Context: an optimization exercise on an open-source flow, tuned for small area, a short achievable clock period and few clock cycles per item. The choices shown serve that exercise and are no tape-out recipe. In this exercise RTL edits were held to simulation tests only and were not proved equivalent to the original.

==> design.v <==
`timescale 1ns / 1ps
module systolic_array_top (
    input sys_clk,
    input sys_rst_n,
    input start,
    output done,
    input [511:0] X,
    input [511:0] Y,
    output [1023:0] Z
);
reg [3:0] cnt;
reg first;
assign done = (cnt == 4'd0);
wire accept = start & done;
always @(posedge sys_clk or negedge sys_rst_n) begin
    if (!sys_rst_n) begin
        cnt <= 4'd0;
        first <= 1'b0;
    end else begin
        first <= accept;
        if (accept) cnt <= 4'd1;
        else if (cnt == 4'd8) cnt <= 4'd0;
        else if (cnt != 4'd0) cnt <= cnt + 4'd1;
    end
end
wire load = accept | (cnt != 4'd0 && cnt != 4'd8);
wire [2:0] k = cnt[2:0];
reg [7:0] opx [0:7];
reg [7:0] opy [0:7];
genvar s, q;
generate
    for (s = 0; s < 8; s = s + 1) begin : g_op
        wire [63:0] xr = X[512 - 64 * s - 1 -: 64];
        wire [7:0] xs = xr[63 - 8 * k -: 8];
        wire [63:0] yr;
        for (q = 0; q < 8; q = q + 1) begin : g_yr
            assign yr[63 - 8 * q -: 8] = Y[8 * (64 - 8 * q - s) - 1 -: 8];
        end
        wire [7:0] ys = yr[63 - 8 * k -: 8];
        always @(posedge sys_clk) begin
            opx[s] <= load ? xs : 8'd0;
            opy[s] <= ys;
        end
    end
    for (s = 0; s < 8; s = s + 1) begin : g_row
        for (q = 0; q < 8; q = q + 1) begin : g_col
            mac_pe u_pe (
                .clk(sys_clk),
                .first(first),
                .x(opx[s]),
                .y(opy[q]),
                .acc(Z[16 * (64 - 8 * s - q) - 1 -: 16])
            );
        end
    end
endgenerate
endmodule
module mac_pe (
    input wire clk,
    input wire first,
    input wire [7:0] x,
    input wire [7:0] y,
    output reg [15:0] acc
);
wire [15:0] a = first ? 16'h0000 : acc;
wire p0_0 = x[0] & y[0];
wire p0_1 = x[0] & y[1];
wire p0_2 = x[0] & y[2];
wire p0_3 = x[0] & y[3];
wire p0_4 = x[0] & y[4];
wire p0_5 = x[0] & y[5];
wire p0_6 = x[0] & y[6];
wire p0_7 = ~(x[0] & y[7]);
wire p1_0 = x[1] & y[0];
wire p1_1 = x[1] & y[1];
wire p1_2 = x[1] & y[2];
wire p1_3 = x[1] & y[3];
wire p1_4 = x[1] & y[4];
wire p1_5 = x[1] & y[5];
wire p1_6 = x[1] & y[6];
wire p1_7 = ~(x[1] & y[7]);
wire p2_0 = x[2] & y[0];
wire p2_1 = x[2] & y[1];
wire p2_2 = x[2] & y[2];
wire p2_3 = x[2] & y[3];
wire p2_4 = x[2] & y[4];
wire p2_5 = x[2] & y[5];
wire p2_6 = x[2] & y[6];
wire p2_7 = ~(x[2] & y[7]);
wire p3_0 = x[3] & y[0];
wire p3_1 = x[3] & y[1];
wire p3_2 = x[3] & y[2];
wire p3_3 = x[3] & y[3];
wire p3_4 = x[3] & y[4];
wire p3_5 = x[3] & y[5];
wire p3_6 = x[3] & y[6];
wire p3_7 = ~(x[3] & y[7]);
wire p4_0 = x[4] & y[0];
wire p4_1 = x[4] & y[1];
wire p4_2 = x[4] & y[2];
wire p4_3 = x[4] & y[3];
wire p4_4 = x[4] & y[4];
wire p4_5 = x[4] & y[5];
wire p4_6 = x[4] & y[6];
wire p4_7 = ~(x[4] & y[7]);
wire p5_0 = x[5] & y[0];
wire p5_1 = x[5] & y[1];
wire p5_2 = x[5] & y[2];
wire p5_3 = x[5] & y[3];
wire p5_4 = x[5] & y[4];
wire p5_5 = x[5] & y[5];
wire p5_6 = x[5] & y[6];
wire p5_7 = ~(x[5] & y[7]);
wire p6_0 = x[6] & y[0];
wire p6_1 = x[6] & y[1];
wire p6_2 = x[6] & y[2];
wire p6_3 = x[6] & y[3];
wire p6_4 = x[6] & y[4];
wire p6_5 = x[6] & y[5];
wire p6_6 = x[6] & y[6];
wire p6_7 = ~(x[6] & y[7]);
wire p7_0 = ~(x[7] & y[0]);
wire p7_1 = ~(x[7] & y[1]);
wire p7_2 = ~(x[7] & y[2]);
wire p7_3 = ~(x[7] & y[3]);
wire p7_4 = ~(x[7] & y[4]);
wire p7_5 = ~(x[7] & y[5]);
wire p7_6 = ~(x[7] & y[6]);
wire p7_7 = x[7] & y[7];
wire t0, t1, t2, t3, t4, t5, t6, t7, t8, t9, t10, t11, t12, t13, t14, t15, t16, t17, t18, t19, t20, t21, t22, t23, t24, t25, t26, t27, t28, t29, t30, t31, t32, t33, t34, t35, t36, t37, t38, t39, t40, t41, t42, t43, t44, t45, t46, t47, t48, t49, t50, t51, t52, t53, t54, t55, t56, t57, t58, t59, t60, t61, t62, t63, t64, t65, t66, t67, t68, t69, t70, t71, t72, t73, t74, t75, t76, t77, t78, t79, t80, t81, t82, t83, t84, t85, t86, t87, t88, t89, t90, t91, t92, t93, t94, t95, t96, t97, t98, t99, t100, t101, t102, t103, t104, t105, t106, t107, t108, t109, t110, t111, t112, t113;
assign t0 = p0_5 ^ p1_4;
assign t1 = p0_5 & p1_4;
assign t2 = p0_6 ^ p1_5 ^ p2_4;
assign t3 = (p0_6 & p1_5) | (p0_6 & p2_4) | (p1_5 & p2_4);
assign t4 = p3_3 ^ p4_2;
assign t5 = p3_3 & p4_2;
assign t6 = p0_7 ^ p1_6 ^ p2_5;
assign t7 = (p0_7 & p1_6) | (p0_7 & p2_5) | (p1_6 & p2_5);
assign t8 = p3_4 ^ p4_3 ^ p5_2;
assign t9 = (p3_4 & p4_3) | (p3_4 & p5_2) | (p4_3 & p5_2);
assign t10 = p6_1 ^ p7_0;
assign t11 = p6_1 & p7_0;
assign t12 = p1_7 ^ p2_6 ^ p3_5;
assign t13 = (p1_7 & p2_6) | (p1_7 & p3_5) | (p2_6 & p3_5);
assign t14 = p4_4 ^ p5_3 ^ p6_2;
assign t15 = (p4_4 & p5_3) | (p4_4 & p6_2) | (p5_3 & p6_2);
assign t16 = p7_1 ^ a[8] ^ 1'b1;
assign t17 = (p7_1 & a[8]) | (p7_1 & 1'b1) | (a[8] & 1'b1);
assign t18 = p2_7 ^ p3_6 ^ p4_5;
assign t19 = (p2_7 & p3_6) | (p2_7 & p4_5) | (p3_6 & p4_5);
assign t20 = p5_4 ^ p6_3 ^ p7_2;
assign t21 = (p5_4 & p6_3) | (p5_4 & p7_2) | (p6_3 & p7_2);
assign t22 = p3_7 ^ p4_6 ^ p5_5;
assign t23 = (p3_7 & p4_6) | (p3_7 & p5_5) | (p4_6 & p5_5);
assign t24 = p0_3 ^ p1_2;
assign t25 = p0_3 & p1_2;
assign t26 = p0_4 ^ p1_3 ^ p2_2;
assign t27 = (p0_4 & p1_3) | (p0_4 & p2_2) | (p1_3 & p2_2);
assign t28 = p3_1 ^ p4_0;
assign t29 = p3_1 & p4_0;
assign t30 = t0 ^ p2_3 ^ p3_2;
assign t31 = (t0 & p2_3) | (t0 & p3_2) | (p2_3 & p3_2);
assign t32 = p4_1 ^ p5_0 ^ a[5];
assign t33 = (p4_1 & p5_0) | (p4_1 & a[5]) | (p5_0 & a[5]);
assign t34 = t2 ^ t4 ^ p5_1;
assign t35 = (t2 & t4) | (t2 & p5_1) | (t4 & p5_1);
assign t36 = p6_0 ^ a[6] ^ t1;
assign t37 = (p6_0 & a[6]) | (p6_0 & t1) | (a[6] & t1);
assign t38 = t6 ^ t8 ^ t10;
assign t39 = (t6 & t8) | (t6 & t10) | (t8 & t10);
assign t40 = a[7] ^ t3 ^ t5;
assign t41 = (a[7] & t3) | (a[7] & t5) | (t3 & t5);
assign t42 = t12 ^ t14 ^ t16;
assign t43 = (t12 & t14) | (t12 & t16) | (t14 & t16);
assign t44 = t7 ^ t9 ^ t11;
assign t45 = (t7 & t9) | (t7 & t11) | (t9 & t11);
assign t46 = t18 ^ t20 ^ a[9];
assign t47 = (t18 & t20) | (t18 & a[9]) | (t20 & a[9]);
assign t48 = t13 ^ t15 ^ t17;
assign t49 = (t13 & t15) | (t13 & t17) | (t15 & t17);
assign t50 = t22 ^ p6_4 ^ p7_3;
assign t51 = (t22 & p6_4) | (t22 & p7_3) | (p6_4 & p7_3);
assign t52 = a[10] ^ t19 ^ t21;
assign t53 = (a[10] & t19) | (a[10] & t21) | (t19 & t21);
assign t54 = p4_7 ^ p5_6 ^ p6_5;
assign t55 = (p4_7 & p5_6) | (p4_7 & p6_5) | (p5_6 & p6_5);
assign t56 = p7_4 ^ a[11] ^ t23;
assign t57 = (p7_4 & a[11]) | (p7_4 & t23) | (a[11] & t23);
assign t58 = p5_7 ^ p6_6 ^ p7_5;
assign t59 = (p5_7 & p6_6) | (p5_7 & p7_5) | (p6_6 & p7_5);
assign t60 = p0_2 ^ p1_1;
assign t61 = p0_2 & p1_1;
assign t62 = t24 ^ p2_1 ^ p3_0;
assign t63 = (t24 & p2_1) | (t24 & p3_0) | (p2_1 & p3_0);
assign t64 = t26 ^ t28 ^ a[4];
assign t65 = (t26 & t28) | (t26 & a[4]) | (t28 & a[4]);
assign t66 = t30 ^ t32 ^ t27;
assign t67 = (t30 & t32) | (t30 & t27) | (t32 & t27);
assign t68 = t34 ^ t36 ^ t31;
assign t69 = (t34 & t36) | (t34 & t31) | (t36 & t31);
assign t70 = t38 ^ t40 ^ t35;
assign t71 = (t38 & t40) | (t38 & t35) | (t40 & t35);
assign t72 = t42 ^ t44 ^ t39;
assign t73 = (t42 & t44) | (t42 & t39) | (t44 & t39);
assign t74 = t46 ^ t48 ^ t43;
assign t75 = (t46 & t48) | (t46 & t43) | (t48 & t43);
assign t76 = t50 ^ t52 ^ t47;
assign t77 = (t50 & t52) | (t50 & t47) | (t52 & t47);
assign t78 = t54 ^ t56 ^ t51;
assign t79 = (t54 & t56) | (t54 & t51) | (t56 & t51);
assign t80 = t58 ^ a[12] ^ t55;
assign t81 = (t58 & a[12]) | (t58 & t55) | (a[12] & t55);
assign t82 = p6_7 ^ p7_6 ^ a[13];
assign t83 = (p6_7 & p7_6) | (p6_7 & a[13]) | (p7_6 & a[13]);
assign t84 = p0_1 ^ p1_0;
assign t85 = p0_1 & p1_0;
assign t86 = t60 ^ p2_0 ^ a[2];
assign t87 = (t60 & p2_0) | (t60 & a[2]) | (p2_0 & a[2]);
assign t88 = t62 ^ a[3] ^ t61;
assign t89 = (t62 & a[3]) | (t62 & t61) | (a[3] & t61);
assign t90 = t64 ^ t25 ^ t63;
assign t91 = (t64 & t25) | (t64 & t63) | (t25 & t63);
assign t92 = t66 ^ t29 ^ t65;
assign t93 = (t66 & t29) | (t66 & t65) | (t29 & t65);
assign t94 = t68 ^ t33 ^ t67;
assign t95 = (t68 & t33) | (t68 & t67) | (t33 & t67);
assign t96 = t70 ^ t37 ^ t69;
assign t97 = (t70 & t37) | (t70 & t69) | (t37 & t69);
assign t98 = t72 ^ t41 ^ t71;
assign t99 = (t72 & t41) | (t72 & t71) | (t41 & t71);
assign t100 = t74 ^ t45 ^ t73;
assign t101 = (t74 & t45) | (t74 & t73) | (t45 & t73);
assign t102 = t76 ^ t49 ^ t75;
assign t103 = (t76 & t49) | (t76 & t75) | (t49 & t75);
assign t104 = t78 ^ t53 ^ t77;
assign t105 = (t78 & t53) | (t78 & t77) | (t53 & t77);
assign t106 = t80 ^ t57 ^ t79;
assign t107 = (t80 & t57) | (t80 & t79) | (t57 & t79);
assign t108 = t82 ^ t59 ^ t81;
assign t109 = (t82 & t59) | (t82 & t81) | (t59 & t81);
assign t110 = p7_7 ^ a[14] ^ t83;
assign t111 = (p7_7 & a[14]) | (p7_7 & t83) | (a[14] & t83);
assign t112 = a[15] ^ 1'b1;
assign t113 = a[15] & 1'b1;
wire [15:0] ra = {t112, t110, t108, t106, t104, t102, t100, t98, t96, t94, t92, t90, t88, t86, t84, p0_0};
wire [15:0] rb = {t111, t109, t107, t105, t103, t101, t99, t97, t95, t93, t91, t89, t87, t85, a[1], a[0]};
always @(posedge clk) acc <= ra + rb;
endmodule
==> run.sh <==
#!/bin/bash
# synth_recipe.tcl (not shown) runs the flow's synth.tcl, then flattens the netlist and writes it again
# the make line also repeats each setting of config.mk as NAME=value (left out here)
make -C /OpenROAD-flow-scripts/flow DESIGN_CONFIG=/design/flow/config.mk WORK_HOME=/design/flow/orfs CLKGATE_MAP_FILE= SYNTH_SCRIPT=/design/flow/synth_recipe.tcl finish
==> config.mk <==
export PLATFORM = sky130hd
export DESIGN_NAME = systolic_array_top
export DESIGN_NICKNAME = systolic_array_top
export VERILOG_FILES = /design/flow/design.v
export SDC_FILE = /design/flow/constraint.sdc
export NUM_CORES = 4
export LEC_CHECK = 0
export CAP_MARGIN = 20
export CORE_MARGIN = 2
export CORE_UTILIZATION = 40
export SLEW_MARGIN = 20
==> constraint.sdc <==
create_clock -name core_clock -period 10.0 [get_ports {sys_clk}]
set_input_delay 2.0000 -clock core_clock [delete_from_list [all_inputs] [get_ports {sys_clk}]]
set_output_delay 2.0000 -clock core_clock [all_outputs]
set_load 0.01 [all_outputs]
==> results of run 1 <==
[state kept, by name (all words and copies together) (netlist names)]
name and count:
cnt 4, first 1, g_row.g_col.u_pe.acc 1024, opx 64
opy 64
[cells in the mapped netlist (74+ instances only)]
cell type	number	area share [%]
sky130_fd_sc_hd__inv_1	4251	8.5
sky130_fd_sc_hd__fa_1	3136	34
sky130_fd_sc_hd__nand2_1	2485	5.0
sky130_fd_sc_hd__and2_1	1987	6.7
sky130_fd_sc_hd__ha_1	1474	9.9
sky130_fd_sc_hd__dfxtp_1	1152	12
sky130_fd_sc_hd__clkbuf_1	1130	2.3
sky130_fd_sc_hd__nor2b_1	776	2.6
sky130_fd_sc_hd__a21oi_1	764	2.0
sky130_fd_sc_hd__xnor2_1	613	2.9
sky130_fd_sc_hd__nor2_1	503	1.0
sky130_fd_sc_hd__nand2b_1	392	1.3
sky130_fd_sc_hd__o21ai_0	295	0.79
sky130_fd_sc_hd__a21o_1	292	1.2
sky130_fd_sc_hd__xor2_1	234	1.1
sky130_fd_sc_hd__nor3_1	201	0.54
sky130_fd_sc_hd__o21ai_1	188	0.50
sky130_fd_sc_hd__o21bai_1	134	0.54
sky130_fd_sc_hd__mux4_2	128	1.5
sky130_fd_sc_hd__mux2_2	125	0.75
sky130_fd_sc_hd__nand3_1	116	0.31
sky130_fd_sc_hd__o21a_1	86	0.35
sky130_fd_sc_hd__a221oi_1	75	0.35
sky130_fd_sc_hd__a221o_1	74	0.40
[worst max-delay path, stage by stage, from the launching register on]
cell and delay, ns:
sky130_fd_sc_hd__dfxtp_4 0.83, sky130_fd_sc_hd__buf_4 0.50, sky130_fd_sc_hd__nand2_1 0.14, sky130_fd_sc_hd__fa_1 0.55
sky130_fd_sc_hd__inv_1 0.05, sky130_fd_sc_hd__fa_1 0.47, sky130_fd_sc_hd__inv_1 0.05, sky130_fd_sc_hd__fa_1 0.49
sky130_fd_sc_hd__inv_1 0.06, sky130_fd_sc_hd__fa_1 0.44, sky130_fd_sc_hd__ha_1 0.34, sky130_fd_sc_hd__a21o_1 0.19
sky130_fd_sc_hd__or3_1 0.35, sky130_fd_sc_hd__o211ai_2 0.19, sky130_fd_sc_hd__a21oi_2 0.11, sky130_fd_sc_hd__o31ai_4 0.20
sky130_fd_sc_hd__or4b_1 0.46, sky130_fd_sc_hd__o311ai_1 0.10
[metrics by stage]
step,hold slack (ns),cells,util [%]
floorplan,0.510,21459,-
global placement,0.543,28735,45.9
detailed placement,0.559,28738,45.9
CTS,0.566,29056,47.2
global route,0.588,29663,47.5
finish,0.567,29755,47.6
[per-layer routing]
metal	global-route usage (%)	vias to the layer above	routed length [um]
met5	0	-	706
li1	-	68884	-
met1	39.6	79489	298000
met4	34.7	102	94700
met3	9.21	1901	75200
met2	57.5	6608	398000
[final timing paths]
kind,depth (start not counted),to
max in group asynchronous,1,first$_DFF_PN0_
min in group asynchronous,1,cnt[3]$_DFFE_PN0P_
worst min register to register,1,cnt[0]$_DFFE_PN0P_
worst min-delay path,1,cnt[0]$_DFFE_PN0P_
worst max-delay path,17,g_row[6].g_col[2].u_pe.acc[13]$_DFF_P_
worst max register to register,17,g_row[6].g_col[2].u_pe.acc[13]$_DFF_P_
[final cells by class]
type                       count  area, um2
antenna                      699       1750
clock buffer                 255       5270
clock inverter                63        774
fill                       45168     243000
inverter                    4252      16000
multi-input combinational  14871     143000
sequential                  1157      23500
tap                         6174       7720
timing repair buffer        2284      22500
[kinds of logic (layout without fill, tap and decap cells)]
family	after synthesis	count (layout)	share of synthesized area [%]
AND/OR/NAND/NOR	6756	6756	18.5
other	0	699	0
buffers and inverters	5431	6854	10.9
XOR/XNOR	847	847	3.97
flip-flops	1157	1157	12.4
adder cells (fa/ha/maj)	4610	4610	43.5
multiplexers	288	288	2.49
AO/OA/AOI/OAI	2370	2370	8.20
==> qor.json, run 1 <==
{
  "cts": {
    "cts.hold.buffers_added": 0,
    "clockBufferDepth": 4,
    "clk_latency_ns": 0.98,
    "cts_num_sinks": 1157,
    "cts-buffers-inserted": 176,
    "cts_resized": 0,
    "cts_root_cell": "sky130_fd_sc_hd__clkbuf_16",
    "clock_tree_from_tritoncts": "done",
    "clock_transition_at_the_register_clock_pins_on_the_worst_setup_and_hold_paths_after_cts_ns": 0.07,
    "htreeDepth": 4,
    "cts.repair_timing.setup_buffer_count": 0
  },
  "timing": {
    "finClkSkew_ns": 0.0901,
    "setup_ws_ns": 4.26,
    "clock.fmax_ghz": 0.174,
    "fin_crit_sh_pct": 57.4,
    "grt_setup_unrepaired": "no",
    "timing.final.crit_period_ns": 5.74,
    "fin_tns_setup_ns": 0,
    "max-slew-margin-rel_pct": -10.2,
    "setup_viol_count_final": 0,
    "max_slew_violations": 13,
    "transition_time_at_the_pin_with_the_least_slew_margin_ns": 1.65,
    "hold_viol": 0
  },
  "critical_path": {
    "critical_path.startpoint": "opy[2][4]$_DFF_P_",
    "timing.critical_path.to_type": "register",
    "timing.critical_path.required_ns": 10.82,
    "path_class": "reg -> reg",
    "register_to_register_setup_slack_ns": 4.26,
    "crit_path_start_kind": "register",
    "reg2reg_from": "opy[2][4]$_DFF_P_",
    "critical_path_peak_fanout": 41,
    "worst_ep_arrival_time_ns": 6.56
  },
  "detailed_routing": {
    "drtAntennaViolNets": 0,
    "routed_via_density": 5.28,
    "post_drt_wl_per_cell_um": 29.1,
    "remaining_drc_errors": 0,
    "drt-initial-drc-count": 12401,
    "number_of_detailed_routing_iterations_run_before_antenna_repair": 6,
    "detailroute.via_count": 156984,
    "drt-total-wl_mm": 867
  },
  "place": {
    "dp_worst_setup_slack_ns": 4.29,
    "post-dp-hpwl_mm": 699,
    "final_weighted_congestion_in_routability_driven_placement": 1.08,
    "place_area_um2": 213000,
    "io_buffers": 2051
  },
  "synthesis": {
    "synth_area_um2": 187000,
    "synth.distinct_cells": 91,
    "synth_sequential_area_ratio_pct": 12.4,
    "synthesized_net_count": 27096,
    "syn_avg_cell_area_um2": 8.70,
    "synth_edf_count": 0,
    "synth-main-ff-cell": "sky130_fd_sc_hd__dfxtp_1",
    "synth_async_sr_flop_share_pct": 0.432,
    "total_number_of_yosys_warnings": 6,
    "synthCells": 21459,
    "synth.ff_latch_count": 1157
  },
  "cells_and_area": {
    "synthToLayoutAreaGrowth_pct": 18.2,
    "stdcell_area_um2": 221000,
    "layout-drive-gt1-share_pct": 4.27,
    "layout.cells.most_common_list": "sky130_fd_sc_hd__inv_1 (4,251), sky130_fd_sc_hd__fa_1 (3,136), sky130_fd_sc_hd__nand2_1 (2,485)",
    "layout.cells.most_common": "sky130_fd_sc_hd__inv_1",
    "final_net_count": 28379
  },
  "run_status": {
    "result_of_the_run": "failed layout checks",
    "check.faults": "capacitance limit, slew limit"
  },
  "global_route": {
    "pin_count_of_the_biggest_net_entering_global_routing": 121,
    "global_route.usage.total_pct": 36.3,
    "wire_length_of_the_first_global_routing_pass_mm": 1210,
    "via_count_of_the_first_global_routing_pass": 159536,
    "grt_total_ovfl": 0,
    "antenna_found_initial": 316
  },
  "min_path": {
    "hold_path.startpoint": "cnt[3]$_DFFE_PN0P_",
    "hold_path.class": "reg -> reg"
  },
  "floorplanning": {
    "die_h_um": 687,
    "chipWidth_um": 687,
    "floorplan.die_area_um2": 472000,
    "rows": 250,
    "top_level_ports": 2052,
    "start_util_pct": 40.2,
    "core_area_um2": 464000
  },
  "run": {
    "max-cap-violations": 1
  }
}
Testbench counts, summed over its fixed seeds: cycles 14,400, items 1,600.
==> inputs of run 2 (changes only) <==
--- a/config.mk
+++ b/config.mk
@@ -5,7 +5,8 @@
 export SDC_FILE = /design/flow/constraint.sdc
 export NUM_CORES = 4
 export LEC_CHECK = 0
-export CAP_MARGIN = 20
+export CAP_MARGIN = 35
 export CORE_MARGIN = 2
 export CORE_UTILIZATION = 40
-export SLEW_MARGIN = 20
+export SETUP_SLACK_MARGIN = 4.0
+export SLEW_MARGIN = 35
==> run 2 against run 1 <==
Now clean on timing, DRC and antenna. Largest cell class unchanged. Synthesized area stayed put. Clock skew rose by 0.031 ns. Maximum frequency is 0.20% higher. Count of clock-buffer cells in the layout up 14.
==> qor.json, run 2 <==
{
  "place": {
    "final_weighted_congestion_in_routability_driven_placement": 1.08,
    "io_buffers": 2051,
    "post-dp-hpwl_mm": 699,
    "dp_worst_setup_slack_ns": 4.36
  },
  "cells_and_area": {
    "final_net_count": 28386,
    "synthToLayoutAreaGrowth_pct": 18.5,
    "largest_register_ff_count": 1024,
    "layout.cells.most_common_list": "sky130_fd_sc_hd__inv_1 (4,251), sky130_fd_sc_hd__fa_1 (3,136), sky130_fd_sc_hd__nand2_1 (2,485)",
    "layout.cells.most_common": "sky130_fd_sc_hd__inv_1",
    "layout-drive-gt1-share_pct": 4.35,
    "layout_top_registers": "g_row.g_col.u_pe.acc x1024, opx x64, opy x64",
    "max_flop_register": "g_row.g_col.u_pe.acc"
  },
  "timing": {
    "max-slew-margin-rel_pct": 19.4,
    "setup_ws_ns": 4.27,
    "fin_crit_sh_pct": 57.3,
    "hold_viol": 0,
    "clock.fmax_ghz": 0.175,
    "grt_setup_unrepaired": "no",
    "transition_time_at_the_pin_with_the_least_slew_margin_ns": 1.20,
    "fin_tns_setup_ns": 0,
    "finClkSkew_ns": 0.121,
    "setup_viol_count_final": 0,
    "max_slew_violations": 0,
    "timing.final.crit_period_ns": 5.73
  },
  "cts": {
    "cts_num_sinks": 1157,
    "cts.hold.buffers_added": 0,
    "cts_root_cell": "sky130_fd_sc_hd__clkbuf_16",
    "clock_transition_at_the_register_clock_pins_on_the_worst_setup_and_hold_paths_after_cts_ns": 0.06,
    "cts_resized": 0,
    "clk_latency_ns": 0.99,
    "clock_tree_from_tritoncts": "done",
    "clockBufferDepth": 4,
    "htreeDepth": 4,
    "cts-buffers-inserted": 179,
    "cts.repair_timing.setup_buffer_count": 0
  },
  "global_route": {
    "pin_count_of_the_biggest_net_entering_global_routing": 121,
    "wire_length_of_the_first_global_routing_pass_mm": 1200,
    "via_count_of_the_first_global_routing_pass": 159271,
    "antenna_found_initial": 315,
    "grt_total_ovfl": 0,
    "global_route.usage.total_pct": 36.3
  },
  "run_status": {
    "result_of_the_run": "complete, no violations"
  },
  "critical_path": {
    "critical_path.startpoint": "opy[2][4]$_DFF_P_",
    "timing.critical_path.required_ns": 10.84,
    "worst_ep_arrival_time_ns": 6.57,
    "path_class": "reg -> reg",
    "timing.critical_path.to_type": "register",
    "cp-endpoint": "g_row[6].g_col[2].u_pe.acc[13]$_DFF_P_",
    "worstReg2RegEnd": "g_row[6].g_col[2].u_pe.acc[13]$_DFF_P_",
    "reg2reg_from": "opy[2][4]$_DFF_P_",
    "critical_path_peak_fanout": 41,
    "worstRegToRegCells": 17,
    "register_to_register_setup_slack_ns": 4.27,
    "crit_path_start_kind": "register"
  },
  "synthesis": {
    "synth-main-ff-cell": "sky130_fd_sc_hd__dfxtp_1",
    "synthesized_net_count": 27096,
    "syn_avg_cell_area_um2": 8.70,
    "post-synth-top-count-cell": "sky130_fd_sc_hd__inv_1",
    "synth_sequential_area_ratio_pct": 12.4,
    "netlist_top_cells_count": "sky130_fd_sc_hd__inv_1 (4,251), sky130_fd_sc_hd__fa_1 (3,136), sky130_fd_sc_hd__nand2_1 (2,485), sky130_fd_sc_hd__and2_1 (1,987), sky130_fd_sc_hd__ha_1 (1,474)",
    "synth_async_sr_flop_share_pct": 0.432,
    "synth_area_um2": 187000,
    "synth.distinct_cells": 91,
    "ys_top_cells_by_area": "sky130_fd_sc_hd__fa_1 (34%), sky130_fd_sc_hd__dfxtp_1 (12%), sky130_fd_sc_hd__ha_1 (9.9%)",
    "synth_top_area_cell": "sky130_fd_sc_hd__fa_1",
    "total_number_of_yosys_warnings": 6,
    "synthCells": 21459,
    "synth.ff_latch_count": 1157,
    "synth_edf_count": 0,
    "synthDominantCellAreaShare_pct": 33.6
  },
  "floorplanning": {
    "floorplan.die_area_um2": 472000,
    "die_h_um": 687,
    "top_level_ports": 2052,
    "core_area_um2": 464000,
    "rows": 250,
    "chipWidth_um": 687,
    "start_util_pct": 40.2
  },
  "detailed_routing": {
    "drt-initial-drc-count": 12269,
    "post_drt_wl_per_cell_um": 29.0,
    "routed_via_density": 5.27,
    "detailroute.via_count": 157529,
    "drtAntennaViolNets": 0,
    "drt-total-wl_mm": 867,
    "number_of_detailed_routing_iterations_run_before_antenna_repair": 7,
    "remaining_drc_errors": 0
  },
  "run": {
    "max-cap-violations": 0
  },
  "min_path": {
    "hold_path.class": "reg -> reg"
  }
}
==> run 2: cell type report <==
type	instances	area, um2
Timing Repair Buffer	2288	22600
Clock inverter	57	712
Inverter	4252	16000
Tap cell	6174	7720
Clock buffer	269	5400
Sequential cell	1157	23500
Fill cell	45056	243000
Multi-Input combinational cell	14871	143000
Antenna cell	811	2030
==> run 2: how the worst min path moves through the flow <==
stage,startpoint,endpoint,depth (start not counted)
floorplan,cnt[3]$_DFFE_PN0P_,cnt[0]$_DFFE_PN0P_,1
global placement,cnt[3]$_DFFE_PN0P_,cnt[0]$_DFFE_PN0P_,1
detailed placement,cnt[3]$_DFFE_PN0P_,cnt[0]$_DFFE_PN0P_,1
CTS,cnt[3]$_DFFE_PN0P_,cnt[0]$_DFFE_PN0P_,1
global route,cnt[3]$_DFFE_PN0P_,cnt[0]$_DFFE_PN0P_,1
finish,cnt[3]$_DFFE_PN0P_,cnt[0]$_DFFE_PN0P_,1
==> run 2: worst max-delay path: stages, from the launching register on <==
cell and delay (ns):
sky130_fd_sc_hd__dfxtp_4 0.82, sky130_fd_sc_hd__buf_4 0.49, sky130_fd_sc_hd__nand2_1 0.14, sky130_fd_sc_hd__fa_1 0.55, sky130_fd_sc_hd__inv_1 0.05, sky130_fd_sc_hd__fa_1 0.47, sky130_fd_sc_hd__inv_1 0.05, sky130_fd_sc_hd__fa_1 0.49
sky130_fd_sc_hd__inv_1 0.06, sky130_fd_sc_hd__fa_1 0.44, sky130_fd_sc_hd__ha_1 0.34, sky130_fd_sc_hd__a21o_1 0.19, sky130_fd_sc_hd__or3_1 0.35, sky130_fd_sc_hd__o211ai_2 0.19, sky130_fd_sc_hd__a21oi_2 0.11, sky130_fd_sc_hd__o31ai_4 0.20
sky130_fd_sc_hd__or4b_1 0.46, sky130_fd_sc_hd__o311ai_1 0.10
==> run 2: kinds of logic after synthesis <==
family | synth area share [%]
compound gates | 8.20
xor+xnor | 3.97
fa+ha+maj | 43.5
buf+inv | 10.9
flops | 12.4
mux | 2.49
simple gates | 18.5
==> run 2: per-layer routing <==
layer	vias up	global-route usage (%)	share of wire, %
met5	-	0	0.055
met4	78	35.1	11
met3	1992	8.73	8.4
met2	6745	57.3	46
met1	79675	39.9	35
li1	69039	-	-
==> run 2: through the flow <==
stage | utilization [%] | instance area [um2] | cells | hold slack [ns]
after floorplan | - | 187000 | 21459 | 0.510
after global placement | 45.9 | 213000 | 28735 | 0.543
after detailed placement | 45.9 | 213000 | 28740 | 0.548
after CTS | 47.2 | 219000 | 29066 | 0.559
after global routing | 47.6 | 221000 | 29753 | 0.579
final | 47.7 | 221000 | 29879 | 0.556

## port drivers added, routing unchanged
The results above use ideal ports. As a check the final layouts listed here were re-extracted and re-timed, cells and wires unchanged. Step 1 sets driving cells, clkbuf_16 on the clock port and buf_2 on the other inputs (assumed; they add their load-dependent delay and slew). Step 2 adds t to the input delays and takes it off the output delays; t is the mean of the earliest and latest rising clock arrival at the registers after step 1. Input paths then give back, and output paths get back, about the clock's delay inside the block. a / b / c = ideal ports / drivers / drivers and shift; a / b = the first two.
| run | t, ns | setup slack, ns | worst setup path at the end | pins driven straight from the clock port |
|---|---|---|---|---|
| run 1 | 1.054 | 4.259 / 4.259 / 4.259 | register to register | 1 |
| run 2 | 1.055 | 4.271 / 4.271 / 4.271 | register to register | 1 |
